This is an optimization exercise on Yosys and OpenROAD, whose aim is small area, a short achievable clock period and few clock cycles, not a production implementation.
Only simulation tests tie the RTL to the original design; equivalence was not proved.

[flow/config.mk]
export PLATFORM = sky130hd
export DESIGN_NAME = RSA
export DESIGN_NICKNAME = RSA
export VERILOG_FILES = /design/flow/design.v
export SDC_FILE = /design/flow/constraint.sdc
export NUM_CORES = 8
export LEC_CHECK = 0
export CAP_MARGIN = 40
export CORE_MARGIN = 2
export CORE_UTILIZATION = 65
export CTS_CLUSTER_DIAMETER = 100
export CTS_CLUSTER_SIZE = 20
export SLEW_MARGIN = 40
export SYNTH_HIERARCHICAL = 1
export SYNTH_MEMORY_MAX_BITS = 8192
[flow/constraint.sdc]
create_clock -name core_clock -period 14.0 [get_ports {CLK}]
set_input_delay 2.8000 -clock core_clock [delete_from_list [all_inputs] [get_ports {CLK}]]
set_output_delay 2.8000 -clock core_clock [all_outputs]
set_load 0.01 [all_outputs]
[flow/design.v]
module RSA ( key_in, mod_in, data_in, data_out, key_ready, mod_ready, data_ready, resetn, CLK, finish, key_end, mod_end, data_out_ready,state );
   input           CLK, resetn;
   input [31:0]    key_in, mod_in, data_in;
   input           key_ready, mod_ready, data_ready;
   output          finish;
   output [31:0]   data_out;
   output          key_end, mod_end, data_out_ready;
   output [2:0]    state;
   localparam [2:0] INIT     = 3'h1;
   localparam [2:0] IDLE     = 3'h2;
   localparam [2:0] KEY_GET  = 3'h3;
   localparam [2:0] MOD_GET  = 3'h4;
   localparam [2:0] DATA_GET = 3'h5;
   localparam [2:0] DATA_OUT = 3'h6;
   localparam [2:0] ENCRYPT  = 3'h7;
   localparam integer I_IDLE = 0;
   localparam integer I_INIT = 1;      
   localparam integer I_WS   = 2;      
   localparam integer I_PRE2 = 4;      
   localparam integer I_RUN  = 5;      
   localparam integer I_RES  = 6;      
   localparam integer I_NEXT = 7;      
   localparam integer I_DONE = 8;
   localparam [8:0] EG_IDLE = 9'b000000001;
   localparam [8:0] EG_INIT = 9'b000000010;
   localparam [8:0] EG_WS   = 9'b000000100;
   localparam [8:0] EG_PRE2 = 9'b000010000;
   localparam [8:0] EG_RUN  = 9'b000100000;
   localparam [8:0] EG_RES  = 9'b001000000;
   localparam [8:0] EG_NEXT = 9'b010000000;
   localparam [8:0] EG_DONE = 9'b100000000;
   localparam [3:0] PH_DBLA  = 4'd0;
   localparam [3:0] PH_SQ    = 4'd1;
   localparam [3:0] PH_CONV  = 4'd2;
   localparam [3:0] PH_COPY  = 4'd3;
   localparam [3:0] PH_DBLB  = 4'd4;
   localparam [3:0] PH_LOOP  = 4'd5;
   localparam [3:0] PH_FINAL = 4'd6;
   localparam [3:0] PH_FFIX  = 4'd7;
   localparam [3:0] PH_END   = 4'd8;
   localparam [1:0] SRC_A   = 2'd0;
   localparam [1:0] SRC_X   = 2'd1;
   localparam [1:0] SRC_ONE = 2'd2;
   reg [2:0]  st, st_n;
   reg [4:0]  cnt;
   reg        fin_r, kend_r, mend_r, dor_r, keyok, modok;
   reg [8:0]  eg, eg_n;
   reg        st_key, st_mod, st_dget, st_dout;    
   wire       eng_start = (st == DATA_GET) && (cnt == 5'd31);
   always @(*) begin
      st_n = st;
      case (st)
        INIT, IDLE:
          if (key_ready) st_n = KEY_GET;
          else if (mod_ready) st_n = MOD_GET;
          else if (st == IDLE && keyok && modok && data_ready) st_n = DATA_GET;
        KEY_GET, MOD_GET:
          if (cnt == 5'd31) st_n = IDLE;
        DATA_GET:
          if (cnt == 5'd31) st_n = ENCRYPT;
        ENCRYPT:
          if (eg[I_DONE]) st_n = DATA_OUT;
        DATA_OUT:
          if (!dor_r && cnt == 5'd31) st_n = IDLE;
        default: st_n = IDLE;
      endcase
   end
   always @(posedge CLK) begin
      if (resetn == 1'b0) begin
         st     <= INIT;
         st_key <= 1'b0;
         st_mod <= 1'b0;
         st_dget <= 1'b0;
         st_dout <= 1'b0;
         fin_r  <= 1'b0;
         cnt    <= 5'd0;
         kend_r <= 1'b0;
         mend_r <= 1'b0;
         dor_r  <= 1'b0;
         keyok  <= 1'b0;
         modok  <= 1'b0;
      end
      else begin
         st    <= st_n;
         st_key  <= (st_n == KEY_GET);
         st_mod  <= (st_n == MOD_GET);
         st_dget <= (st_n == DATA_GET);
         st_dout <= (st_n == DATA_OUT);
         fin_r <= !(st_n == INIT || st_n == IDLE);
         kend_r <= (st == KEY_GET) && (cnt == 5'd31);
         mend_r <= (st == MOD_GET) && (cnt == 5'd31);
         if (st == KEY_GET && cnt == 5'd31) keyok <= 1'b1;
         if (st == MOD_GET && cnt == 5'd31) modok <= 1'b1;
         case (st)
           KEY_GET, MOD_GET, DATA_GET: cnt <= cnt + 5'd1;
           ENCRYPT: begin
              cnt <= 5'd0;
              if (eg[I_DONE]) dor_r <= 1'b1;
           end
           DATA_OUT: begin
              dor_r <= 1'b0;
              cnt <= cnt + 5'd1;
           end
           default: cnt <= 5'd0;
         endcase
      end
   end
   assign state          = st;
   assign finish         = fin_r;
   assign key_end        = kend_r;
   assign mod_end        = mend_r;
   assign data_out_ready = dor_r;
   reg [1023:0] E;           
   reg [4:0]    epos;        
   reg [31:0]   ew;          
   reg          ewv;         
   reg [5:0]    ewl;         
   reg [1023:0] N;           
   reg [1023:0] X;           
   reg          xsign;       
   wire [1024:0] A;          
   wire [1023:0] nA;         
   reg          a_sign;      
   wire [1026:0] nS, nC;     
   reg [3:0]    Np;          
   reg [4:0]    topw_idx;    
   reg [4:0]    topw_msb;    
   reg          mexam;
   reg [4:0]    mexam_idx;
   reg [31:0]   dout_r;
   assign data_out = dout_r;
   reg [3:0]    phase;
   reg [1:0]    src;
   reg [10:0]   dcnt;
   reg [2:0]    sqcnt;
   reg [4:0]    wcnt;
   reg          wsdbl, cy, pmsb;
   reg [8:0]    di;          
   reg [63:0]   blk;         
   wire [19:0]  bsq;         
   reg          xstream;     
   reg [3:0]    a_pre;       
   reg          a_top;       
   reg [5:0]    pl_pre;      
   reg [7:0]    elo;         
   reg [6:0]    cin;         
   reg [10:0]   ebits;
   reg          scan_act, found, cbit;
   function [2:0] booth;
      input b2, b1, b0;
      begin
         booth[2] = b2 & ~(b1 & b0);
         booth[1] = b1 ^ b0;
         booth[0] = (b2 & ~b1 & ~b0) | (~b2 & b1 & b0);
      end
   endfunction
   function [4:0] midcols;
      input [5:0] sel;      
      input [7:0] m;
      reg [3:0] r0, r1;
      integer j;
      begin
         for (j = 4; j < 8; j = j + 1) begin
            r0[j-4] = ((sel[1] & m[j]) | (sel[0] & m[j-1])) ^ sel[2];
            r1[j-4] = ((sel[4] & m[j-2]) | (sel[3] & m[j-3])) ^ sel[5];
         end
         midcols = {1'b0, r0} + {1'b0, r1};
      end
   endfunction
   function [5:0] lowcols;
      input [5:0] sel;      
      input [3:0] m;
      reg [3:0] r0;
      reg [1:0] r1;
      begin
         r0[0] = (sel[1] & m[0]) ^ sel[2];
         r0[1] = ((sel[1] & m[1]) | (sel[0] & m[0])) ^ sel[2];
         r0[2] = ((sel[1] & m[2]) | (sel[0] & m[1])) ^ sel[2];
         r0[3] = ((sel[1] & m[3]) | (sel[0] & m[2])) ^ sel[2];
         r1[0] = (sel[4] & m[0]) ^ sel[5];
         r1[1] = ((sel[4] & m[1]) | (sel[3] & m[0])) ^ sel[5];
         lowcols = {2'b0, r0} + {2'b0, r1, 2'b0} + {5'b0, sel[2]} + {3'b0, sel[5], 2'b0};
      end
   endfunction
   localparam integer W = 1031;
   wire [W-1:0] one0_v, two0_v, neg0_v, one1_v, two1_v, neg1_v;
   reg  [5:0] qtab [0:15];
   reg  [5:0] ktab [0:15];
   reg  [3:0] tcnt, tcnt_d;
   reg        tfill, tfill_d;
   reg  [5:0] qlast;
   wire [3:0] qv = tcnt * Np;
   wire [5:0] qf = {booth(qv[3], qv[2], qv[1]), booth(qv[1], qv[0], 1'b0)};
   wire [6:0] kv = {3'b0, tcnt_d} + {1'b0, lowcols(qlast, N[3:0])};
   wire [5:0] kf = {4'b0, kv[5:4]} + {1'b0, midcols(qlast, N[7:0])};
   integer ti;
   always @(posedge CLK) begin
      if (eng_start) begin
         tcnt  <= 4'd0;
         tfill <= 1'b1;
      end
      else begin
         tcnt <= tcnt + 4'd1;
         if (tcnt == 4'd15) tfill <= 1'b0;
      end
      tcnt_d  <= tcnt;
      tfill_d <= tfill & ~eng_start;
      qlast   <= qf;
      for (ti = 0; ti < 16; ti = ti + 1) begin
         if (tfill && !eng_start && tcnt == ti) qtab[ti] <= qf;
         if (tfill_d && tcnt_d == ti) ktab[ti] <= kf;
      end
   end
   reg  [15:0] t_oh;
   reg  [5:0]  ktab_t;
   integer oi;
   always @(*) begin
      ktab_t = 6'd0;
      for (oi = 0; oi < 16; oi = oi + 1)
        ktab_t = ktab_t | ({6{t_oh[oi]}} & ktab[oi]);
   end
   wire [6:0] c4 = {3'b0, elo[7:4]} + {1'b0, ktab_t};
   reg  [4:0] a47;
   reg  [6:0] pa;
   wire [W-1:0] Bx  = {{(W-1025){A[1024]}}, A};
   wire [W-1:0] Nx  = {{(W-1024){1'b0}}, N};
   wire [W-1:0] na0 = ~(((one0_v & Bx) | (two0_v & {Bx[W-2:0], 1'b0})) ^ neg0_v);
   wire [W-1:0] na1 = ~(((one1_v & {Bx[W-3:0], 2'b0}) | (two1_v & {Bx[W-4:0], 3'b0})) ^ neg1_v);
   wire [W-1:0] qtwo0_v, qone0_v, qneg0_v, qtwo1_v, qone1_v, qneg1_v;
   wire [W-1:0] nq0 = ~(((qone0_v & Nx) | (qtwo0_v & {Nx[W-2:0], 1'b0})) ^ qneg0_v);
   wire [W-1:0] nq1 = ~(((qone1_v & {Nx[W-3:0], 2'b0}) | (qtwo1_v & {Nx[W-4:0], 3'b0})) ^ qneg1_v);
   wire [1:0] s_t = ~nS[1026:1025];
   wire [1:0] c_t = ~nC[1026:1025];
   wire ext_s = |{s_t, c_t};
   wire ext_c = &{s_t, c_t};
   wire [W-1:0] nSx = {{(W-1027){~ext_s}}, nS};
   wire [W-1:0] nCx = {{(W-1027){~ext_c}}, nC};
   wire [1030:0] cs_s1, cs_c1;
   rsa_fav #(1023) cs_f1_8 (nSx[1030:8], nCx[1030:8], na0[1030:8], cs_s1[1030:8], cs_c1[1030:8]);
   wire [1030:0] cs_s2, cs_c2;
   rsa_fav #(1022) cs_f2_9 (cs_s1[1030:9], cs_c1[1029:8], na1[1030:9], cs_s2[1030:9], cs_c2[1030:9]);
   wire [1030:0] cs_s3, cs_c3;
   rsa_fav #(1) cs_f3_8 (cs_s1[8], na1[8], nq0[8], cs_s3[8:8], cs_c3[8:8]);
   rsa_haiv #(1) cs_h3_9 (cs_s2[9], nq0[9], cs_s3[9:9], cs_c3[9:9]);
   rsa_fav #(1021) cs_f3_10 (cs_s2[1030:10], cs_c2[1029:9], nq0[1030:10], cs_s3[1030:10], cs_c3[1030:10]);
   wire [1030:0] cs_s4, cs_c4;
   rsa_fav #(1022) cs_f4_9 (cs_s3[1030:9], cs_c3[1029:8], nq1[1030:9], cs_s4[1030:9], cs_c4[1030:9]);
   wire [1030:0] ncsa_s = {cs_s4[1030:9], cs_s3[8], nSx[7:4], {4{1'b1}}};
   wire [1030:0] ncsa_c = {cs_c4[1029:9], {1{1'b1}}, nq1[8], nCx[7:4], {4{1'b1}}};
   wire [1026:0] nS_mm = ncsa_s[W-1:4];
   wire [1026:0] nC_mm = ncsa_c[W-1:4];
   wire [5:0] sp0 = {booth(a_pre[3], a_pre[2], a_pre[1]),
                     booth(a_pre[1], a_pre[0], eg[I_PRE2] ? 1'b0 : a_top)};
   wire [5:0] pl_nx = pl_pre;
   wire [7:0] elo_early = {4'b0, ~nS[7:4]} + {4'b0, ~nC[7:4]} + {1'b0, pa} +
                          {4'b0, elo[7:4]};
   wire [7:0] elo_k;
   rsa_add8 ADDK (elo_early, {2'b0, ktab_t}, elo_k);
   wire [7:0] elo_nx = eg[I_PRE2] ? {2'b0, pl_nx} : elo_k;
   wire [15:0] t_oh_nx = 16'd1 << elo_nx[3:0];
   reg  [5:0]  qs_nx;
   integer oj;
   always @(*) begin
      qs_nx = 6'd0;
      for (oj = 0; oj < 16; oj = oj + 1)
        qs_nx = qs_nx | ({6{t_oh_nx[oj]}} & qtab[oj]);
   end
   wire [9:0] rs0 = {2'b0, ~nS[7:0]} + {2'b0, ~nC[7:0]} + {3'b0, cin};
   wire [1027:0] nrc;
   wire [128:0]  cbound;
   wire [1026:0] nrsum;
   wire [1026:0] nC_res;
   genvar gp;
   generate
      for (gp = 0; gp < 1027; gp = gp + 1) begin : g_res
         wire ci;
         if (gp < 8) begin : g_b0
            assign nrsum[gp] = ~rs0[gp];
            assign nrc[gp+1] = 1'b1;
         end else begin : g_bk
            if (gp % 8 == 0) begin : g_cb
               assign ci = 1'b1;
            end else begin : g_cr
               assign ci = nrc[gp];
            end
            rsa_fa FA (nS[gp], nC[gp], ci, nrsum[gp], nrc[gp+1]);
         end
         if (gp == 8 || gp == 9) begin : g_c8
            assign nC_res[gp] = ~rs0[gp];
            if (gp == 8) begin : g_cb8
               assign cbound[1] = ~nC[8];
            end
         end else if (gp % 8 == 0 && gp > 0) begin : g_cout
            assign nC_res[gp] = nrc[gp];
            assign cbound[gp/8] = ~nC[gp];
         end else begin : g_cz
            assign nC_res[gp] = 1'b1;
         end
      end
   endgenerate
   assign nrc[0] = 1'b1;
   assign cbound[0] = ~nC[9];
   wire [15:0] zsv;
   wire c_zero = &zsv;
   reg  res_first;      
   wire nx = eg[I_NEXT] | (eg[I_RES] & c_zero & ~res_first);
   wire [1087:0] nAext = {{63{~A[1024]}}, nA};
   wire [8:0] di_p2 = di + 9'd2;
   genvar gi;
   wire [4:0] bs_n = (eg[I_PRE2] | eg[I_RUN]) ? di_p2[8:4] : 5'd0;
   wire [63:0] bsv0, bsv1, bsv2, bsv3, bsv4;
   generate
      for (gi = 0; gi < 4; gi = gi + 1) begin : g_bs
         rsa_rep #(5) BS (CLK, bs_n, bsq[5*gi +: 5]);
         assign bsv0[16*gi +: 16] = {16{bsq[5*gi]}};
         assign bsv1[16*gi +: 16] = {16{bsq[5*gi+1]}};
         assign bsv2[16*gi +: 16] = {16{bsq[5*gi+2]}};
         assign bsv3[16*gi +: 16] = {16{bsq[5*gi+3]}};
         assign bsv4[16*gi +: 16] = {16{bsq[5*gi+4]}};
      end
   endgenerate
   wire [64*32-1:0] bl0;
   generate
      for (gi = 0; gi < 32; gi = gi + 1) begin : g_bl
         if (gi < 17) begin : g_l
            assign bl0[64*gi +: 64] = nAext[64*gi +: 64];
         end else begin : g_z
            assign bl0[64*gi +: 64] = {64{1'b1}};
         end
      end
   endgenerate
   wire [64*16-1:0] bl1;
   wire [64*8-1:0]  bl2;
   wire [64*4-1:0]  bl3;
   wire [64*2-1:0]  bl4;
   wire [63:0]      bl5;
   generate
      for (gi = 0; gi < 16; gi = gi + 1) begin : g_b1
         assign bl1[64*gi +: 64] = (bsv0 & bl0[64*(2*gi+1) +: 64]) | (~bsv0 & bl0[64*(2*gi) +: 64]);
      end
      for (gi = 0; gi < 8; gi = gi + 1) begin : g_b2
         assign bl2[64*gi +: 64] = (bsv1 & bl1[64*(2*gi+1) +: 64]) | (~bsv1 & bl1[64*(2*gi) +: 64]);
      end
      for (gi = 0; gi < 4; gi = gi + 1) begin : g_b3
         assign bl3[64*gi +: 64] = (bsv2 & bl2[64*(2*gi+1) +: 64]) | (~bsv2 & bl2[64*(2*gi) +: 64]);
      end
      for (gi = 0; gi < 2; gi = gi + 1) begin : g_b4
         assign bl4[64*gi +: 64] = (bsv3 & bl3[64*(2*gi+1) +: 64]) | (~bsv3 & bl3[64*(2*gi) +: 64]);
      end
   endgenerate
   assign bl5 = (bsv4 & bl4[127:64]) | (~bsv4 & bl4[63:0]);
   wire [4*8-1:0] dg1;
   wire [4*4-1:0] dg2;
   wire [4*2-1:0] dg3;
   wire [3:0]     dg4;
   generate
      for (gi = 0; gi < 8; gi = gi + 1) begin : g_d1
         assign dg1[4*gi +: 4] = di[0] ? blk[4*(2*gi+1) +: 4] : blk[4*(2*gi) +: 4];
      end
      for (gi = 0; gi < 4; gi = gi + 1) begin : g_d2
         assign dg2[4*gi +: 4] = di[1] ? dg1[4*(2*gi+1) +: 4] : dg1[4*(2*gi) +: 4];
      end
      for (gi = 0; gi < 2; gi = gi + 1) begin : g_d3
         assign dg3[4*gi +: 4] = di[2] ? dg2[4*(2*gi+1) +: 4] : dg2[4*(2*gi) +: 4];
      end
   endgenerate
   assign dg4 = di[3] ? dg3[7:4] : dg3[3:0];
   wire [3:0] lv9 = dg4;
   wire [3:0] xdig = di[8] ? {4{xsign}} : X[4*di[2:0] +: 4];
   wire [3:0] dig_fetch = (src == SRC_A) ? lv9 :
                          (src == SRC_X) ? xdig :
                          ((di == 9'd0) ? 4'd1 : 4'd0);
   wire fetch = eg[I_PRE2] | eg[I_RUN];
   wire shift_x = st_dget | (fetch & (di[2:0] == 3'd7) & ~di[8] & ((src == SRC_X) | xstream));
   wire [31:0] xtop = st_dget ? data_in : (xstream ? blk[32*di[3] +: 32] : X[31:0]);
   wire nxs = eg[I_NEXT] | eg[I_RES];
   wire [3:0] dig_f = nxs ? dig0 : dig_fetch;
   wire [5:0] spf = {booth(dig_f[3], dig_f[2], dig_f[1]),
                     booth(dig_f[1], dig_f[0], nxs ? 1'b0 : a_pre[3])};
   wire        sgn  = A[1024];
   wire [31:0] aw   = A[31:0];
   wire [31:0] nw   = N[31:0];
   wire        wsub = wsdbl & ~sgn;
   wire        wadd = sgn;
   wire [31:0] opa  = wsdbl ? {aw[30:0], pmsb} : aw;
   wire [31:0] opn  = wsub ? ~nw : (wadd ? nw : 32'd0);
   wire [32:0] wsum = {1'b0, opa} + {1'b0, opn} + {32'b0, cy};
   wire        wsgn = (wsdbl ? aw[31] : sgn) ^ wsub ^ wsum[32];
   wire [31:0] initw = (wcnt == topw_idx) ? (32'd1 << topw_msb) : 32'd0;
   wire [11:0] m_dbl = 12'd1036 - {2'b0, topw_idx, 5'b0} - {7'b0, topw_msb};
   wire [31:0] ntop = N[1023:992];
   reg  [4:0]  ntop_msb;
   integer k;
   always @(*) begin
      ntop_msb = 5'd0;
      for (k = 0; k < 32; k = k + 1)
        if (ntop[k]) ntop_msb = k[4:0];
   end
   reg [3:0] np_f;
   always @(*) begin
      case (ntop[3:0])
        4'd1:  np_f = 4'd15;
        4'd3:  np_f = 4'd5;
        4'd5:  np_f = 4'd3;
        4'd7:  np_f = 4'd9;
        4'd9:  np_f = 4'd7;
        4'd11: np_f = 4'd13;
        4'd13: np_f = 4'd11;
        4'd15: np_f = 4'd1;
        default: np_f = 4'd0;
      endcase
   end
   wire etop = ew[31];
   reg        n_mm;         
   reg [1:0]  n_src;        
   reg        n_ws;         
   reg        n_wsdbl;      
   reg        n_rot;        
   reg        n_copy;       
   reg        n_done;
   reg [3:0]  n_phase;
   reg [10:0] n_dcnt;
   reg [2:0]  n_sqcnt;
   reg        n_cbit;
   always @(*) begin
      n_mm = 1'b0; n_src = SRC_A; n_ws = 1'b0; n_wsdbl = 1'b1;
      n_rot = 1'b0; n_copy = 1'b0; n_done = 1'b0;
      n_phase = phase; n_dcnt = dcnt; n_sqcnt = sqcnt; n_cbit = cbit;
      case (phase)
        PH_DBLA:
          if (dcnt != 11'd0) begin
             n_dcnt = dcnt - 11'd1;
             n_ws = 1'b1;
          end
          else begin
             n_phase = PH_SQ;
             n_sqcnt = 3'd6;
             n_mm = 1'b1;
          end
        PH_SQ:
          if (sqcnt != 3'd0) begin
             n_sqcnt = sqcnt - 3'd1;
             n_mm = 1'b1;
          end
          else begin
             n_phase = PH_DBLB;
             n_dcnt = 11'd3;
             n_ws = 1'b1;
          end
        PH_DBLB:
          if (dcnt != 11'd0) begin
             n_dcnt = dcnt - 11'd1;
             n_ws = 1'b1;
          end
          else begin
             n_phase = PH_COPY;
             n_mm = 1'b1;
             n_src = SRC_X;
          end
        PH_COPY: begin
           n_copy = 1'b1;
           n_phase = PH_LOOP;
        end
        PH_LOOP:
          if (scan_act) begin
          end
          else if (!found) begin
             n_phase = PH_FFIX;
             n_mm = 1'b1;
             n_src = SRC_ONE;
          end
          else if (cbit) begin
             n_cbit = 1'b0;
             n_mm = 1'b1;
             n_src = SRC_X;
          end
          else if (ebits[10]) begin
             n_phase = PH_FFIX;
             n_mm = 1'b1;
             n_src = SRC_ONE;
          end
          else if (!ewv) begin
          end
          else begin
             n_cbit = etop;
             n_rot = 1'b1;
             n_mm = 1'b1;
          end
        PH_FFIX: begin
           n_ws = 1'b1;
           n_wsdbl = 1'b0;
           n_phase = PH_END;
        end
        PH_END: n_done = 1'b1;
        default: ;
      endcase
   end
   wire [3:0] dig0 = (n_src == SRC_A) ? A[3:0] :
                     (n_src == SRC_X) ? X[3:0] : 4'd1;
   reg  rot_pend;
   wire rotE = (scan_act & ewv & ~ebits[10]) | rot_pend;
   always @(*) begin
      eg_n = eg;
      case (1'b1)
        eg[I_IDLE]: if (eng_start) eg_n = EG_INIT;
        eg[I_INIT]: if (wcnt == 5'd31) eg_n = EG_NEXT;
        eg[I_WS]:   if (wcnt == 5'd31) eg_n = EG_NEXT;
        eg[I_PRE2]: eg_n = EG_RUN;
        eg[I_RUN]:  if (di == 9'd258) eg_n = EG_RES;
        nx:
          if (n_mm)        eg_n = EG_PRE2;
          else if (n_ws)   eg_n = EG_WS;
          else if (n_done) eg_n = EG_DONE;
          else             eg_n = EG_NEXT;
        eg[I_RES]: ;
        eg[I_DONE]: eg_n = EG_IDLE;
        default: eg_n = EG_IDLE;
      endcase
      if (resetn == 1'b0) eg_n = EG_IDLE;
   end
   always @(posedge CLK) eg <= eg_n;
   always @(posedge CLK) begin
      if (resetn == 1'b0) begin
         scan_act <= 1'b0;
         xstream <= 1'b0;
         rot_pend <= 1'b0;
      end
      else begin
         rot_pend <= nx & n_rot;
         if (eg[I_RUN] && di == 9'd256) xstream <= 1'b0;
         if (eng_start) begin
            ebits <= 11'd0;
            scan_act <= 1'b1;
            found <= 1'b0;
            ewv <= 1'b0;
            ewl <= 6'd32;
         end
         else begin
            if (rotE) begin
               ebits <= ebits + 11'd1;
               ew <= {ew[30:0], 1'b0};
               if (ebits[4:0] == 5'd31) ewv <= 1'b0;
            end
            else if (!ewv && ewl != 6'd0 && epos == ewl[4:0] - 5'd1) begin
               ew <= E[31:0];
               ewv <= 1'b1;
               ewl <= ewl - 6'd1;
            end
            if (scan_act) begin
               if (ebits[10])
                 scan_act <= 1'b0;
               else if (ewv && etop) begin
                  found <= 1'b1;
                  scan_act <= 1'b0;
               end
            end
         end
         case (1'b1)
           eg[I_IDLE]: begin
              if (eng_start) begin
                 wcnt <= 5'd0;
                 phase <= PH_DBLA;
                 dcnt <= m_dbl[10:0];
                 cbit <= 1'b0;
              end
           end
           eg[I_INIT]: begin
              wcnt <= wcnt + 5'd1;
           end
           eg[I_WS]: begin
              wcnt <= wcnt + 5'd1;
              cy <= wsum[32];
              pmsb <= aw[31];
           end
           eg[I_PRE2]: begin
              di <= di + 9'd1;
           end
           eg[I_RUN]: begin
              di <= di + 9'd1;
              if (di == 9'd258) res_first <= 1'b1;
           end
           nx: begin
              phase <= n_phase;
              dcnt <= n_dcnt;
              sqcnt <= n_sqcnt;
              cbit <= n_cbit;
              if (n_copy) xstream <= 1'b1;
              if (n_mm) begin
                 src <= n_src;
                 di <= 9'd1;
              end
              else if (n_ws) begin
                 wsdbl <= n_wsdbl;
                 wcnt <= 5'd0; pmsb <= 1'b0;
                 cy <= n_wsdbl & ~A[1024];
              end
           end
           eg[I_RES]: res_first <= 1'b0;
           default: ;
         endcase
      end
   end
   wire wordop = eg[I_INIT] | eg[I_WS] | (st_dout & (cnt != 5'd31));
   wire [31:0] topword = eg[I_INIT] ? initw :
                         eg[I_WS]   ? wsum[31:0] : aw;
   always @(posedge CLK) begin
      dout_r <= A[31:0];
      E <= {st_key ? key_in : E[31:0], E[1023:32]};
      epos <= (st_key && cnt == 5'd31) ? 5'd0 : epos + 5'd1;
      if (st_mod)
        N <= {mod_in, N[1023:32]};
      else if (eg[I_WS])
        N <= {N[31:0], N[1023:32]};
      mexam <= st_mod;
      mexam_idx <= cnt;
      if (mexam) begin
         if (mexam_idx == 5'd0) begin
            Np <= np_f;
            topw_idx <= 5'd0;
            topw_msb <= ntop_msb;
         end
         else if (ntop != 32'd0) begin
            topw_idx <= mexam_idx;
            topw_msb <= ntop_msb;
         end
      end
      if (shift_x)
        X <= {xtop, X[1023:32]};
      if (st_dget)
        xsign <= 1'b0;
      else if (xstream)
        xsign <= A[1024];
      if (eg[I_RES])
        a_sign <= ~nrsum[1024];
      else if (eg[I_INIT])
        a_sign <= 1'b0;
      else if (eg[I_WS] && wcnt == 5'd31)
        a_sign <= wsgn;
      blk   <= ~bl5;
      a_pre <= dig_f;
      a_top <= a_pre[3];
      pl_pre <= lowcols(spf, A[3:0]);
      elo   <= elo_nx;
      t_oh  <= t_oh_nx;
      cin   <= eg[I_RUN] ? (c4 + {2'b0, a47}) : 7'd0;
      a47   <= midcols(sp0, A[7:0]);
      pa    <= {1'b0, lowcols(spf, A[3:0])} + {2'b0, midcols(sp0, A[7:0])};
   end
   wire dout_rot_n = (st == ENCRYPT && eg[I_DONE]) ||
                     (st == DATA_OUT && cnt != 5'd30 && cnt != 5'd31);
   wire c_res_n = eg_n[I_RES];
   wire c_rp_n  = eg_n[I_RES] | eg_n[I_PRE2];
   wire c_wop_n = resetn & (eg_n[I_INIT] | eg_n[I_WS] | dout_rot_n);
   wire [1023:0] nA_sh = {~topword, nA[1023:32]};
   assign A[1024] = a_sign;
   genvar gs;
   generate
      for (gs = 0; gs < 16; gs = gs + 1) begin : g_sl
         localparam integer LO  = 64 * gs;
         localparam integer HA  = (gs == 15) ? 1023 : 64 * gs + 63;    
         localparam integer HS  = (gs == 15) ? 1026 : 64 * gs + 63;    
         localparam integer HW  = (gs == 15) ? W - 1 : 64 * gs + 63;   
         wire c_res, c_rp, c_wop;
         wire [5:0] as;
         rsa_rep #(9) CTL (CLK, {c_res_n, c_rp_n, c_wop_n, sp0}, {c_res, c_rp, c_wop, as});
         wire [5:0] qs;
         rsa_rep #(6) QSR (CLK, qs_nx, qs);
         reg [HA-LO:0] a_q;
         reg [HS-LO:0] ns_q, nc_q;
         reg zs_q;
         always @(posedge CLK) begin
            if (c_res)
              a_q <= nrsum[HA:LO];
            else if (c_wop)
              a_q <= nA_sh[HA:LO];
            if (c_res) begin
               ns_q <= nrsum[HS:LO];
               nc_q <= nC_res[HS:LO];
            end
            else if (c_rp) begin
               ns_q <= {(HS-LO+1){1'b1}};
               nc_q <= {(HS-LO+1){1'b1}};
            end
            else begin
               ns_q <= nS_mm[HS:LO];
               nc_q <= nC_mm[HS:LO];
            end
            zs_q <= &nC_res[HS:LO];
         end
         assign zsv[gs] = zs_q;
         assign nA[HA:LO] = a_q;
         assign A[HA:LO]  = ~a_q;
         assign nS[HS:LO] = ns_q;
         assign nC[HS:LO] = nc_q;
         assign one0_v[HW:LO] = {(HW-LO+1){as[1]}};
         assign two0_v[HW:LO] = {(HW-LO+1){as[0]}};
         assign neg0_v[HW:LO] = {(HW-LO+1){as[2]}};
         assign one1_v[HW:LO] = {(HW-LO+1){as[4]}};
         assign two1_v[HW:LO] = {(HW-LO+1){as[3]}};
         assign neg1_v[HW:LO] = {(HW-LO+1){as[5]}};
         assign qtwo0_v[HW:LO] = {(HW-LO+1){qs[0]}};
         assign qone0_v[HW:LO] = {(HW-LO+1){qs[1]}};
         assign qneg0_v[HW:LO] = {(HW-LO+1){qs[2]}};
         assign qtwo1_v[HW:LO] = {(HW-LO+1){qs[3]}};
         assign qone1_v[HW:LO] = {(HW-LO+1){qs[4]}};
         assign qneg1_v[HW:LO] = {(HW-LO+1){qs[5]}};
      end
   endgenerate
endmodule
module rsa_rep (CLK, d, q);
   parameter integer W = 1;
   input          CLK;
   input  [W-1:0] d;
   output [W-1:0] q;
   reg    [W-1:0] q;
   always @(posedge CLK) q <= d;
endmodule
module rsa_add8 (a, b, s);
   input  [7:0] a, b;
   output [7:0] s;
   assign s = a + b;
endmodule
module rsa_fa (a, b, c, s, co);
   input  a, b, c;
   output s, co;
   assign s  = a ^ b ^ c;
   assign co = (a & b) | (a & c) | (b & c);
endmodule
module rsa_hai (a, b, s, co);
   input  a, b;
   output s, co;
   assign s  = ~(a ^ b);
   assign co = a | b;
endmodule
module rsa_fav (a, b, c, s, co);
   parameter integer W = 8;
   input  [W-1:0] a, b, c;
   output [W-1:0] s, co;
   genvar i;
   generate
      for (i = 0; i < W; i = i + 1) begin : g
         rsa_fa FA (a[i], b[i], c[i], s[i], co[i]);
      end
   endgenerate
endmodule
module rsa_haiv (a, b, s, co);
   parameter integer W = 8;
   input  [W-1:0] a, b;
   output [W-1:0] s, co;
   assign s  = ~(a ^ b);
   assign co = a | b;
endmodule
[flow/flow/run.sh]
#!/bin/bash
# Layout flow: the standard ORFS flow (standard.sh), run with a setup
# repair margin aimed well below the 14 ns clock, so that repair_timing
# keeps sizing and buffering the critical paths after the 14 ns
# constraint is met, with cell resizing not limited to cells of the same
# footprint, and with more antenna repair iterations after detailed
# routing.  The constraints, the synthesis and every step are the
# standard ones.
set -euo pipefail
bash standard.sh SETUP_SLACK_MARGIN=9.6 TNS_END_PERCENT=100 MATCH_CELL_FOOTPRINT=0 \
  MAX_REPAIR_ANTENNAS_ITER_DRT=12 MAX_REPAIR_ANTENNAS_ITER_GRT=8 finish > standard_flow.log 2>&1
[flow/standard.sh]
#!/bin/bash
# synth_recipe.tcl (not shown) runs the flow's synth.tcl, then flattens the netlist and writes it again
# the make line also repeats each setting of config.mk as NAME=value (left out here)
make -C /OpenROAD-flow-scripts/flow DESIGN_CONFIG=/design/flow/config.mk WORK_HOME=/design/flow/orfs CLKGATE_MAP_FILE= SYNTH_SCRIPT=/design/flow/synth_recipe.tcl "${@:-finish}"
==> results of run 1 <==
==> sequential cells by signal, summed over array words and instances (netlist names), 11 cells and up <==
register / count
g_bs.BS.q: 20
g_sl.ns_q: 1027
E: 1024
ew: 32
ebits: 11
dout_r: 32
g_sl.QSR.q: 96
t_oh: 16
X: 1024
qtab: 96
g_sl.a_q: 1024
dcnt: 11
g_sl.nc_q: 1025
g_sl.CTL.q: 144
blk: 64
g_sl.zs_q: 16
N: 1024
ktab: 96
==> repair_timing <==
action,CTS,global route
setup endpoints to repair,490,387
gates cloned,7,2
buffers inserted,39,32
pin swaps,26,33
gates resized for setup,230,103
hold buffers,0,0
==> per-module statistics from Yosys, one instance, submodules excluded, a selection <==
module	copies in the design	cells inside	cell area, sq um
rsa_fa	5108	1	20.0
rsa_add8	1	38	310
RSA	1	26000	290000
==> cell type report <==
class                   count  area share
repair buffers            657      0.0177
clock buffers             661      0.0255
clock inverters            31     0.00180
inverters                1218      0.0111
well taps                8092      0.0240
multi-input cells       21200       0.508
diodes                    271     0.00161
flip-flops and latches   6923       0.411
==> per-layer routing <==
| metal | track usage | share of wire | vias to the layer above |
|---|---|---|---|
| met1 | 0.563 | 0.36 | 137000 |
| met5 | 0.00101 | 0.00091 | - |
| met4 | 0.292 | 0.080 | 126 |
| met3 | 0.146 | 0.13 | 3795 |
| met2 | 0.615 | 0.43 | 18300 |
| li1 | - | - | 107000 |
==> layout by cell type, fill, tap and decap left out, types with 115 or more instances in the layout <==
master	n
a21oi_1	161
a22oi_1	2075
buf_4	242
buf_6	176
clkbuf_1	272
clkbuf_16	395
conb_1	130
dfxtp_1	3365
dfxtp_4	138
diode_2	271
edfxtp_1	3369
fa_1	5116
ha_1	121
inv_1	1138
mux2i_1	115
mux4_2	296
nand2_1	1438
nor2_1	1396
o21ai_0	2232
o22ai_1	2079
or3_1	901
xnor2_1	2242
xor2_1	1960
==> final timing paths <==
| kind | startpoint | end | slack [ns] |
|---|---|---|---|
| setup / recovery | di[1] | pa[5] | 9.41 |
| hold / removal | E[742] | E[710] | 0.31 |
| setup reg to reg | di[1] | pa[5] | 9.41 |
| hold reg to reg | E[742] | E[710] | 0.31 |
==> Yosys cell counts (all sizes together), types with 901 or more instances <==
library cell / instances
a22oi: 2078
clkbuf: 1523
dfxtp: 3554
edfxtp: 3369
fa: 5137
inv: 1211
nand2: 1439
nor2: 1421
o21ai: 2277
o22ai: 2079
or3: 901
xnor2: 2248
xor2: 1963
==> logic make-up (layout without fill, tap and decap cells) <==
family                     Yosys count  in the layout  synth area share
other                                2            401         0.0000189
adders and majority gates         5267           5267             0.263
DFF                               6923           6923             0.434
buffers and inverters             3413           2567            0.0323
and+or+nand+nor                   4132           4133            0.0469
muxes                              527            527            0.0230
xor gates and xnor gates          4212           4212            0.0928
AOI/OAI and AO/OA                 6889           6889             0.109
==> results.sh, run 1 <==
export IMPL_cts_max_level=5
export IMPL_synthesis_instances=31400
export IMPL_layout_min_cycle_time_ns=4.59
export IMPL_timing_max_cap_violations=0
export IMPL_clkLatencyLatePin_ns=1.13
export IMPL_fmax_mhz=218
export IMPL_worst_hold_path_type="reg2reg"
export IMPL_cp_required_ns=14.96
export IMPL_fin_worst_skew_ns=0.127
export IMPL_cts_reportedPaths_clkPinSlew_ns=0.09
export IMPL_antenna_found_initial=241
export IMPL_drt_pass1_iterations=9
export IMPL_yosysSeqAreaShare=0.434
export IMPL_outcome="timing/DRC/antenna clean"
export IMPL_finalSetupViolCount=0
export IMPL_synth_area_per_cell_sq_um=12.7
export IMPL_worstSetupPathDepth=21
export IMPL_die_area_sq_mm=0.618
export IMPL_yosysWarnings=12
export IMPL_postSynth_asyncResetShare=0
export IMPL_dp_cells=37900
export IMPL_detailroute_via_count=266000
export IMPL_initial_core_utilization=0.652
export IMPL_route_final_wire_length_microns=1330000
export IMPL_postLayoutCoreUtil=0.690
export IMPL_port_buffer_count=139
export IMPL_critical_path_fanouts_max=6
export IMPL_timing_hold_violations_final=0
export IMPL_ios=140
export IMPL_finalSetupTns_ns=0
export IMPL_timing_final_crit_share=0.328
export IMPL_timing_final_ws_setup_ns=9.41
export IMPL_avg_wl_per_cell_microns=34.2
export IMPL_drt_antenna_violating_nets=0
export IMPL_gp_congestion=1.03
export IMPL_worst_path_max_delay_cell="mux4_2"
export IMPL_timing_critical_path_cells="buf_6 -> buf_12 -> mux4_2 -> mux4_2 -> nand2b_4 -> a21oi_2 -> nand2_1 -> o21ai_2 -> buf_6 -> buf_4 -> nor3_1 -> o32a_1 -> o21ai_2 -> ha_1 -> ha_4 -> xor2_2 -> ha_1 -> inv_2 -> o21bai_2 -> a21oi_2 -> xnor2_1"
export IMPL_startpoint_type="flip-flop"
export IMPL_post_synth_num_cell_types=93
export IMPL_cp_top_family="adder cells"
export IMPL_layout_area_overhead_vs_synth_pct=5.95
export IMPL_vias_in_the_first_global_route=269000
export IMPL_netlist_area_leader_share=0.259
export IMPL_detailed_place_hpwl_microns=924000
export IMPL_cts_root_to_sink_buffers=4
export IMPL_cts_sinks=6923
export IMPL_finish_cell_count_without_fillers=39000
export IMPL_drv_slew=0
export IMPL_post_drt_via_cell_ratio=6.81
export IMPL_worstSetupEndpointType="flip-flop"
export IMPL_ff2ff_path_depth=21
export IMPL_maximum_number_of_pins_on_one_net_before_global_route_repair=227
export IMPL_ys_ff_latch=6923
export IMPL_hold_path_cell_count=0
export IMPL_post_synth_edffs=3369
export IMPL_timing_hold_ws_ns=0.308
export IMPL_pre_cts_slack_ns=7.84
export IMPL_ys_dominant_reg_cell="dfxtp_1"
export IMPL_y_dimension_of_the_die_microns=786
export IMPL_groute_usage_overall=0.431
export IMPL_regArea_sq_mm=0.173
export IMPL_fillers=44000
export IMPL_area_after_detailed_placement_sq_mm=0.407
export IMPL_grt_first_pass_wirelength_microns=1920000
export IMPL_stdcell_area_sq_mm=0.421
export IMPL_drc_errors=0
export IMPL_syn_area_sq_mm=0.397
export IMPL_timing_critical_path_arrival_ns=5.55
export IMPL_timing_worst_setup_path_type="reg2reg"
export IMPL_drive_gt1_frac=0.0598
export IMPL_max_slew_worst_pin_slew_ns=1.06
export IMPL_synth_largest_area_cell="fa_1"
export IMPL_synthTopCellsByArea="fa_1 26%, edfxtp_1 25%, dfxtp_1 18%, xnor2_1 5.0%, xor2_1 4.3%"
export IMPL_num_nets_final=35700
export IMPL_multi_input_area_sq_mm=0.214
export IMPL_cts_buffers_inserted=385
export IMPL_cts_root_buffer="clkbuf_16"
export IMPL_rows=287
export IMPL_drt_iter0_drc=34600
export IMPL_cts_tree="done"
export IMPL_die_w_microns=786
export IMPL_critical_path_max_stage_delay_ns=0.56
export IMPL_worstPathBufferInverterCount=5
export IMPL_maxSlewHeadroom=0.290
export IMPL_setup_repair_after_global_routing_missed_its_margin="yes"
export IMPL_grt_remaining_overflow=0
export IMPL_core_area_sq_mm=0.610
Testbench counts, summed over its fixed seeds: cycles 1,683,949.
==> run 2, diff against run 1 <==
--- a/flow/design.v
+++ b/flow/design.v
@@ -137,4 +137,5 @@
    reg          wsdbl, cy, pmsb;
    reg [8:0]    di;          
+   reg [15:0]   doh;         
    reg [63:0]   blk;         
    wire [19:0]  bsq;         
@@ -350,22 +351,15 @@
    endgenerate
    assign bl5 = (bsv4 & bl4[127:64]) | (~bsv4 & bl4[63:0]);
-   wire [4*8-1:0] dg1;
-   wire [4*4-1:0] dg2;
-   wire [4*2-1:0] dg3;
-   wire [3:0]     dg4;
-   generate
-      for (gi = 0; gi < 8; gi = gi + 1) begin : g_d1
-         assign dg1[4*gi +: 4] = di[0] ? blk[4*(2*gi+1) +: 4] : blk[4*(2*gi) +: 4];
-      end
-      for (gi = 0; gi < 4; gi = gi + 1) begin : g_d2
-         assign dg2[4*gi +: 4] = di[1] ? dg1[4*(2*gi+1) +: 4] : dg1[4*(2*gi) +: 4];
-      end
-      for (gi = 0; gi < 2; gi = gi + 1) begin : g_d3
-         assign dg3[4*gi +: 4] = di[2] ? dg2[4*(2*gi+1) +: 4] : dg2[4*(2*gi) +: 4];
+   reg  [3:0] lv9, xsel;
+   integer dk;
+   always @(*) begin
+      lv9 = 4'd0;
+      xsel = 4'd0;
+      for (dk = 0; dk < 16; dk = dk + 1) begin
+         lv9 = lv9 | ({4{doh[dk]}} & blk[4*dk +: 4]);
+         xsel = xsel | ({4{doh[dk]}} & X[4*(dk % 8) +: 4]);
       end
-   endgenerate
-   assign dg4 = di[3] ? dg3[7:4] : dg3[3:0];
-   wire [3:0] lv9 = dg4;
-   wire [3:0] xdig = di[8] ? {4{xsign}} : X[4*di[2:0] +: 4];
+   end
+   wire [3:0] xdig = di[8] ? {4{xsign}} : xsel;
    wire [3:0] dig_fetch = (src == SRC_A) ? lv9 :
                           (src == SRC_X) ? xdig :
@@ -575,7 +569,9 @@
            eg[I_PRE2]: begin
               di <= di + 9'd1;
+              doh <= {doh[14:0], doh[15]};
            end
            eg[I_RUN]: begin
               di <= di + 9'd1;
+              doh <= {doh[14:0], doh[15]};
               if (di == 9'd258) res_first <= 1'b1;
            end
@@ -589,4 +585,5 @@
                  src <= n_src;
                  di <= 9'd1;
+                 doh <= 16'd2;
               end
               else if (n_ws) begin
--- a/flow/flow/run.sh
+++ b/flow/flow/run.sh
@@ -8,4 +8,4 @@
 # standard ones.
 set -euo pipefail
-bash standard.sh SETUP_SLACK_MARGIN=9.6 TNS_END_PERCENT=100 MATCH_CELL_FOOTPRINT=0 \
+bash standard.sh SETUP_SLACK_MARGIN=9.5 TNS_END_PERCENT=100 MATCH_CELL_FOOTPRINT=0 \
   MAX_REPAIR_ANTENNAS_ITER_DRT=12 MAX_REPAIR_ANTENNAS_ITER_GRT=8 finish > standard_flow.log 2>&1
==> results.sh, run 2 <==
export IMPL_cts_max_level=5
export IMPL_num_nets_final=35800
export IMPL_cts_root_buffer="clkbuf_16"
export IMPL_use_met2=0.597
export IMPL_clkLatencyLatePin_ns=1.15
export IMPL_synth_most_common_cell="fa_1"
export IMPL_die_w_microns=787
export IMPL_port_buffer_count=139
export IMPL_syn_area_sq_mm=0.398
export IMPL_timing_worst_setup_path_type="reg2reg"
export IMPL_largest_reg_flops=1027
export IMPL_grt_remaining_overflow=0
export IMPL_critical_path_fanouts_max=9
export IMPL_outcome="timing/DRC/antenna clean"
export IMPL_timing_hold_violations_final=0
export IMPL_grtUsageMet1=0.570
export IMPL_drc_errors=0
export IMPL_area_after_detailed_placement_sq_mm=0.407
export IMPL_timing_final_crit_share=0.331
export IMPL_synth_largest_area_cell="fa_1"
export IMPL_maxSlewHeadroom=0.312
export IMPL_route_final_wire_length_microns=1320000
export IMPL_antenna_found_initial=293
export IMPL_postSynth_asyncResetShare=0
export IMPL_synth_area_per_cell_sq_um=12.7
export IMPL_startpoint_type="flip-flop"
export IMPL_mostFrequentLayoutCell="fa_1"
export IMPL_top_registers="g_sl.ns_q x1027, g_sl.nc_q x1025"
export IMPL_drive_gt1_frac=0.0566
export IMPL_layout_cells_most_common_list="5128 x fa_1, 3385 x edfxtp_1, 3369 x dfxtp_1"
export IMPL_finalSetupViolCount=0
export IMPL_ys_dominant_reg_cell="dfxtp_1"
export IMPL_post_synth_edffs=3385
export IMPL_largest_register="g_sl.ns_q"
export IMPL_core_area_sq_mm=0.610
export IMPL_timing_critical_path_arrival_ns=5.58
export IMPL_fmax_mhz=216
export IMPL_yosysWarnings=12
export IMPL_post_drt_via_cell_ratio=6.80
export IMPL_drt_pass1_iterations=9
export IMPL_synthesis_instances=31500
export IMPL_cts_buffers_inserted=385
export IMPL_gp_congestion=1.01
export IMPL_initial_core_utilization=0.652
export IMPL_layout_area_overhead_vs_synth_pct=5.98
export IMPL_post_synth_num_cell_types=89
export IMPL_drt_iter0_drc=35400
export IMPL_maximum_number_of_pins_on_one_net_before_global_route_repair=228
export IMPL_finish_cell_count_without_fillers=39100
export IMPL_grt_first_pass_wirelength_microns=1910000
export IMPL_worstSetupEndpointType="flip-flop"
export IMPL_cts_tree="done"
export IMPL_drv_slew=0
export IMPL_timing_final_ws_setup_ns=9.37
export IMPL_ios=140
export IMPL_groute_usage_overall=0.427
export IMPL_timing_hold_ws_ns=0.304
export IMPL_drt_antenna_violating_nets=0
export IMPL_ys_ff_latch=6939
export IMPL_postLayoutCoreUtil=0.691
export IMPL_finalSetupTns_ns=0
export IMPL_synthTopCellsByArea="fa_1 26%, edfxtp_1 26%, dfxtp_1 18%, xnor2_1 5.0%, xor2_1 4.3%"
export IMPL_pre_cts_slack_ns=8.69
export IMPL_synth_commonest_cells="5137 x fa_1, 3554 x dfxtp_1, 3385 x edfxtp_1"
export IMPL_dp_cells=38000
export IMPL_cts_sinks=6939
export IMPL_avg_wl_per_cell_microns=33.8
export IMPL_vias_in_the_first_global_route=269000
export IMPL_worst_hold_path_type="reg2reg"
export IMPL_detailroute_via_count=266000
export IMPL_y_dimension_of_the_die_microns=787
export IMPL_setup_repair_after_global_routing_missed_its_margin="yes"
export IMPL_cp_required_ns=14.95
export IMPL_netlist_area_leader_share=0.258
export IMPL_stdcell_area_sq_mm=0.422
export IMPL_hold_buffers=0
export IMPL_detailed_place_hpwl_microns=915000
export IMPL_die_area_sq_mm=0.619
export IMPL_rows=287
export IMPL_fin_worst_skew_ns=0.0979
export IMPL_yosysSeqAreaShare=0.434
export IMPL_cts_root_to_sink_buffers=4
export IMPL_cts_reportedPaths_clkPinSlew_ns=0.10
export IMPL_globalRoute_busiestLayer="met2"
export IMPL_reg_to_reg_slack_setup_ns=9.37
export IMPL_layout_min_cycle_time_ns=4.63
export IMPL_grt_met3_usage=0.151
export IMPL_timing_max_cap_violations=0
export IMPL_max_slew_worst_pin_slew_ns=1.02
==> run 2: changes by cell type in the layout (fill, tap and decap cells not counted), moves of 13 or more <==
cell | previous run | this run
a21oi_1 | 161 | 175
and2_1 | 18 | 37
buf_4 | 242 | 219
diode_2 | 271 | 318
edfxtp_1 | 3369 | 3385
mux2i_1 | 115 | 129
mux4_2 | 296 | 262
nand2_1 | 1438 | 1425
nor2b_1 | 39 | 52
xnor2_1 | 2242 | 2258
==> run 2: cells by family (layout without fill, tap and decap cells) <==
kind of cell / after synthesis / after routing / synth area share
DFF: 6939 / 6939 / 0.434
buffers and inverters: 3416 / 2553 / 0.0322
other: 2 / 448 / 0.0000189
adders and majority gates: 5266 / 5266 / 0.262
and+or+nand+nor: 4153 / 4153 / 0.0475
xor gates and xnor gates: 4220 / 4220 / 0.0929
AOI/OAI and AO/OA: 6960 / 6961 / 0.110
muxes: 495 / 495 / 0.0210
==> run 2: worst paths after layout <==
path	from	to	depth (start not counted)
worst min-delay path	E[89]	E[57]	0
worst max register to register	doh[1]	pa[5]	20
worst min register to register	E[89]	E[57]	0
worst max-delay path	doh[1]	pa[5]	20
==> run 2: timing repair <==
action / in CTS / in global routing
pin swaps: 20 / 32
buffers inserted: 41 / 42
gates resized for setup: 163 / 123
endpoints found under the setup margin: 409 / 406
endpoints found under the hold margin: 0 / 0
gates cloned: 2 / 7
==> run 2: Yosys stat by module (local to each module, per instance), excerpt <==
module,area [sq um],times used
rsa_add8,309,1
rsa_fa,20.0,5108
RSA,290000,1
==> run 2: area by class of cell <==
cell class / instances / area [sq um]
timing repair buffer: 639 / 7410
antenna: 318 / 796
clock inverter: 30 / 840
inverter: 1215 / 4640
fill: 44000 / 189000
sequential: 6939 / 173000
tap: 8092 / 10100
clock buffer: 669 / 10800
multi-input combinational: 21200 / 214000
==> run 2: critical path: stages, from the launching register on <==
cell	delay (ns)
edfxtp_1	0.59
a22o_1	0.29
a221oi_1	0.24
nand4_1	0.32
a211oi_4	0.40
or2_4	0.21
inv_4	0.05
ha_4	0.26
nor2b_4	0.14
nor3_2	0.05
a21oi_1	0.13
o21ai_1	0.11
ha_1	0.36
ha_4	0.29
xor2_4	0.16
ha_4	0.30
buf_6	0.11
inv_2	0.04
o21bai_1	0.23
a21oi_2	0.10
xnor2_1	0.12
==> run 2: layer usage <==
metal  share of wire  wire (microns)
met1            0.36          479000
met2            0.42          561000
met3            0.14          179000
met4           0.077          102000
met5         0.00084            1110
Testbench counts of run 2, summed over its fixed seeds: cycles 1,683,949.
==> run 3, diff against run 2 <==
--- a/flow/design.v
+++ b/flow/design.v
@@ -260,11 +260,15 @@
    wire [7:0] elo_nx = eg[I_PRE2] ? {2'b0, pl_nx} : elo_k;
    wire [15:0] t_oh_nx = 16'd1 << elo_nx[3:0];
-   reg  [5:0]  qs_nx;
-   integer oj;
-   always @(*) begin
-      qs_nx = 6'd0;
-      for (oj = 0; oj < 16; oj = oj + 1)
-        qs_nx = qs_nx | ({6{t_oh_nx[oj]}} & qtab[oj]);
-   end
+   wire [95:0] qtab_f;
+   wire [23:0] qs_nx;
+   genvar gq;
+   generate
+      for (gq = 0; gq < 16; gq = gq + 1) begin : g_qf
+         assign qtab_f[6*gq +: 6] = qtab[gq];
+      end
+      for (gq = 0; gq < 4; gq = gq + 1) begin : g_qs
+         rsa_qsel QSL (elo_nx[3:0], qtab_f, qs_nx[6*gq +: 6]);
+      end
+   endgenerate
    wire [9:0] rs0 = {2'b0, ~nS[7:0]} + {2'b0, ~nC[7:0]} + {3'b0, cin};
    wire [1027:0] nrc;
@@ -662,5 +666,5 @@
          rsa_rep #(9) CTL (CLK, {c_res_n, c_rp_n, c_wop_n, sp0}, {c_res, c_rp, c_wop, as});
          wire [5:0] qs;
-         rsa_rep #(6) QSR (CLK, qs_nx, qs);
+         rsa_rep #(6) QSR (CLK, qs_nx[6*(gs/4) +: 6], qs);
          reg [HA-LO:0] a_q;
          reg [HS-LO:0] ns_q, nc_q;
@@ -713,4 +717,10 @@
    always @(posedge CLK) q <= d;
 endmodule
+module rsa_qsel (e, tab, q);
+   input  [3:0]  e;
+   input  [95:0] tab;
+   output [5:0]  q;
+   assign q = tab[6*e +: 6];
+endmodule
 module rsa_add8 (a, b, s);
    input  [7:0] a, b;
==> results.sh, run 3 <==
export IMPL_antenna_found_initial=209
export IMPL_worst_path_max_delay_cell="edfxtp_1"
export IMPL_postSynth_asyncResetShare=0
export IMPL_largest_register="g_sl.ns_q"
export IMPL_layout_min_cycle_time_ns=4.81
export IMPL_core_area_sq_mm=0.615
export IMPL_timing_hold_violations_final=0
export IMPL_timing_worst_setup_path_type="reg2reg"
export IMPL_ys_dominant_reg_cell="dfxtp_1"
export IMPL_synth_most_common_cell="fa_1"
export IMPL_worstSetupPathDepth=20
export IMPL_cts_buffers_inserted=386
export IMPL_initial_core_utilization=0.652
export IMPL_fin_worst_skew_ns=0.116
export IMPL_y_dimension_of_the_die_microns=789
export IMPL_ff2ff_path_depth=20
export IMPL_drt_pass1_iterations=10
export IMPL_drc_errors=0
export IMPL_groute_usage_overall=0.430
export IMPL_postLayoutCoreUtil=0.688
export IMPL_synthTopCellsByArea="fa_1 26%, edfxtp_1 25%, dfxtp_1 18%, xnor2_1 4.9%, xor2_1 4.3%"
export IMPL_grt_remaining_overflow=0
export IMPL_synthesis_instances=31600
export IMPL_timing_critical_path_arrival_ns=5.73
export IMPL_worstSetupStartpoint="doh[10]"
export IMPL_r2r_start="doh[10]"
export IMPL_worstSetupEndpointType="flip-flop"
export IMPL_outcome="timing/DRC/antenna clean"
export IMPL_num_nets_final=35900
export IMPL_worstPathBufferInverterCount=0
export IMPL_route_final_wire_length_microns=1340000
export IMPL_layout_cells_most_common_list="5132 x fa_1, 3385 x edfxtp_1, 3376 x dfxtp_1"
export IMPL_synth_area_per_cell_sq_um=12.7
export IMPL_maxSlewHeadroom=0.318
export IMPL_drv_slew=0
export IMPL_setup_repair_after_global_routing_missed_its_margin="yes"
export IMPL_mostFrequentLayoutCell="fa_1"
export IMPL_synth_largest_area_cell="fa_1"
export IMPL_worst_hold_path_type="reg2reg"
export IMPL_timing_critical_path_cells="a22o_1 -> a221oi_1 -> nand4_1 -> a221oi_4 -> a21oi_4 -> ha_4 -> nor4b_4 -> a31oi_1 -> o221ai_1 -> ha_1 -> ha_4 -> nand2_4 -> nor3_4 -> nand3_1 -> a21oi_2 -> a2111oi_4 -> nand3_2 -> ha_4 -> nor2b_1 -> o21a_1"
export IMPL_critical_path_max_stage_delay_ns=0.63
export IMPL_path_common_cell="ha_4"
export IMPL_startpoint_type="flip-flop"
export IMPL_die_w_microns=789
export IMPL_timing_max_cap_violations=0
export IMPL_maximum_number_of_pins_on_one_net_before_global_route_repair=176
export IMPL_drt_iter0_drc=36100
export IMPL_die_area_sq_mm=0.623
export IMPL_gp_congestion=0.994
export IMPL_post_synth_edffs=3385
export IMPL_cts_root_buffer="clkbuf_16"
export IMPL_netlist_area_leader_share=0.256
export IMPL_synth_commonest_cells="5137 x fa_1, 3554 x dfxtp_1, 3385 x edfxtp_1"
export IMPL_max_slew_worst_pin_slew_ns=1.02
export IMPL_launch_instance_of_the_worst_min_delay_path="E[421]"
export IMPL_ys_ff_latch=6939
export IMPL_detailroute_via_count=268000
export IMPL_vias_in_the_first_global_route=271000
export IMPL_hold_path_cell_count=0
export IMPL_drt_antenna_violating_nets=0
export IMPL_cts_tree="done"
export IMPL_finalSetupTns_ns=0
export IMPL_drive_gt1_frac=0.0569
export IMPL_port_buffer_count=139
export IMPL_post_synth_num_cell_types=94
export IMPL_fmax_mhz=208
export IMPL_critical_path_fanouts_max=9
export IMPL_rows=288
export IMPL_finalSetupViolCount=0
export IMPL_cts_root_to_sink_buffers=4
export IMPL_yosysSeqAreaShare=0.431
export IMPL_cts_sinks=6939
export IMPL_layout_area_overhead_vs_synth_pct=5.41
export IMPL_clkLatencyLatePin_ns=1.14
export IMPL_cp_top_family="compound AO/OA/AOI/OAI gates"
export IMPL_yosysWarnings=12
export IMPL_cts_reportedPaths_clkPinSlew_ns=0.09
export IMPL_ios=140
export IMPL_timing_final_crit_share=0.344
export IMPL_top_registers="g_sl.ns_q x1027, g_sl.nc_q x1025"
export IMPL_avg_wl_per_cell_microns=34.4
export IMPL_cts_max_level=5
export IMPL_syn_area_sq_mm=0.401
export IMPL_grt_first_pass_wirelength_microns=1940000
export IMPL_detailed_place_hpwl_microns=945000
export IMPL_cp_required_ns=14.92
export IMPL_largest_reg_flops=1027
export IMPL_post_drt_via_cell_ratio=6.86
run 3: cell count changes in the layout (fill, tap and decap cells not counted), moves of 18 or more:
cell,before,now
buf_4,219,267
diode_2,318,144
mux2i_1,129,105
mux4_2,262,329
a22oi_1,2085,2118
buf_12,82,40
nand2_1,1425,1462
dfxtp_4,139,117
mux4_1,0,48
a22o_1,48,30
run 3: path summary, 6_finish.rpt:
check                           endpoint  slack, ns
worst min register to register    E[389]       0.31
worst max register to register     pa[6]       9.19
worst min-delay path              E[389]       0.31
worst max-delay path               pa[6]       9.19
run 3: logic make-up after synthesis:
kind of cell,Yosys count,synth area share
AO/OA/AOI/OAI,6938,0.109
adder cells (fa/ha/maj),5265,0.260
XOR/XNOR,4212,0.0920
other,2,0.0000187
multiplexers,593,0.0274
buffers and inverters,3453,0.0328
flip-flops,6939,0.431
AND/OR/NAND/NOR,4216,0.0477
run 3: Yosys stat by module, one instance, submodules excluded, excerpt:
module    cells inside  times used
rsa_add8            38           1
RSA              26000           1
rsa_fa               1        5108
rsa_qsel            53           4
run 3: final cells by class:
type                    count  area [sq um]
well taps                8120         10200
inverters                1221          4680
diodes                    144           360
clock inverters            34           828
fillers                 44000        192000
repair buffers            617          6400
flip-flops and latches   6939        173000
clock buffers             652         10700
multi-input cells       21400        216000
run 3: layer usage:
layer / up-vias / global-route usage / wire, microns
met2: 18900 / 0.614 / 578000
met3: 3815 / 0.138 / 177000
met5: - / 0.000915 / 900
met4: 124 / 0.289 / 112000
met1: 137000 / 0.568 / 476000
li1: 108000 / - / -
run 3: metrics by stage:
| step | setup slack, ns | instances | instance area (sq um) | hold WS (ns) |
|---|---|---|---|---|
| 2_1_floorplan | 5.22 | 31700 | 401000 | 0.310 |
| 3_3_place_gp | 8.43 | 38200 | 408000 | 0.310 |
| 3_5_place_dp | 8.60 | 38200 | 409000 | 0.312 |
| 4_1_cts | 9.26 | 38900 | 421000 | 0.315 |
| 5_1_grt | 9.00 | 39000 | 422000 | 0.319 |
| 6_report | 9.19 | 39100 | 423000 | 0.310 |
run 3: timing repair:
item	CTS	global route
gates resized for setup	132	61
hold buffers	0	0
cloned	0	3
endpoints found under the setup margin	288	341
buffers inserted	36	11
pin swaps	18	13
Testbench counts of run 3, summed over its fixed seeds: cycles 1,683,949.

[separate check: timing with driven ports]
In the flow no input, the clock included, has a driving cell. The finished layouts below were timed again as built, in two steps. Step 1, drivers: a clkbuf_16 drives CLK and a buf_2 each remaining input, both assumed. Step 2 times the ports against the registers' clock, not the clock port: input delays grow and output delays shrink by t, the midpoint of the rising clock arrivals with the driver on. Three values: ideal, step 1, step 2; two values: the first two.
run	t (ns)	slack for setup (ns)	hold slack, ns	cell pins on the clock port's net
run 1	1.218	9.415 / 9.415 / 8.558	0.308 / 0.308 / 0.308	1
run 2	1.241	9.372 / 9.366 / 8.690	0.304 / 0.304 / 0.304	1
run 3	1.222	9.190 / 9.190 / 8.463	0.310 / 0.310 / 0.310	1
After both steps every run listed still meets setup and hold. For run 1, which loses most, drivers alone change the setup slack by 0.000 ns; drivers and shift together by -0.857 ns.
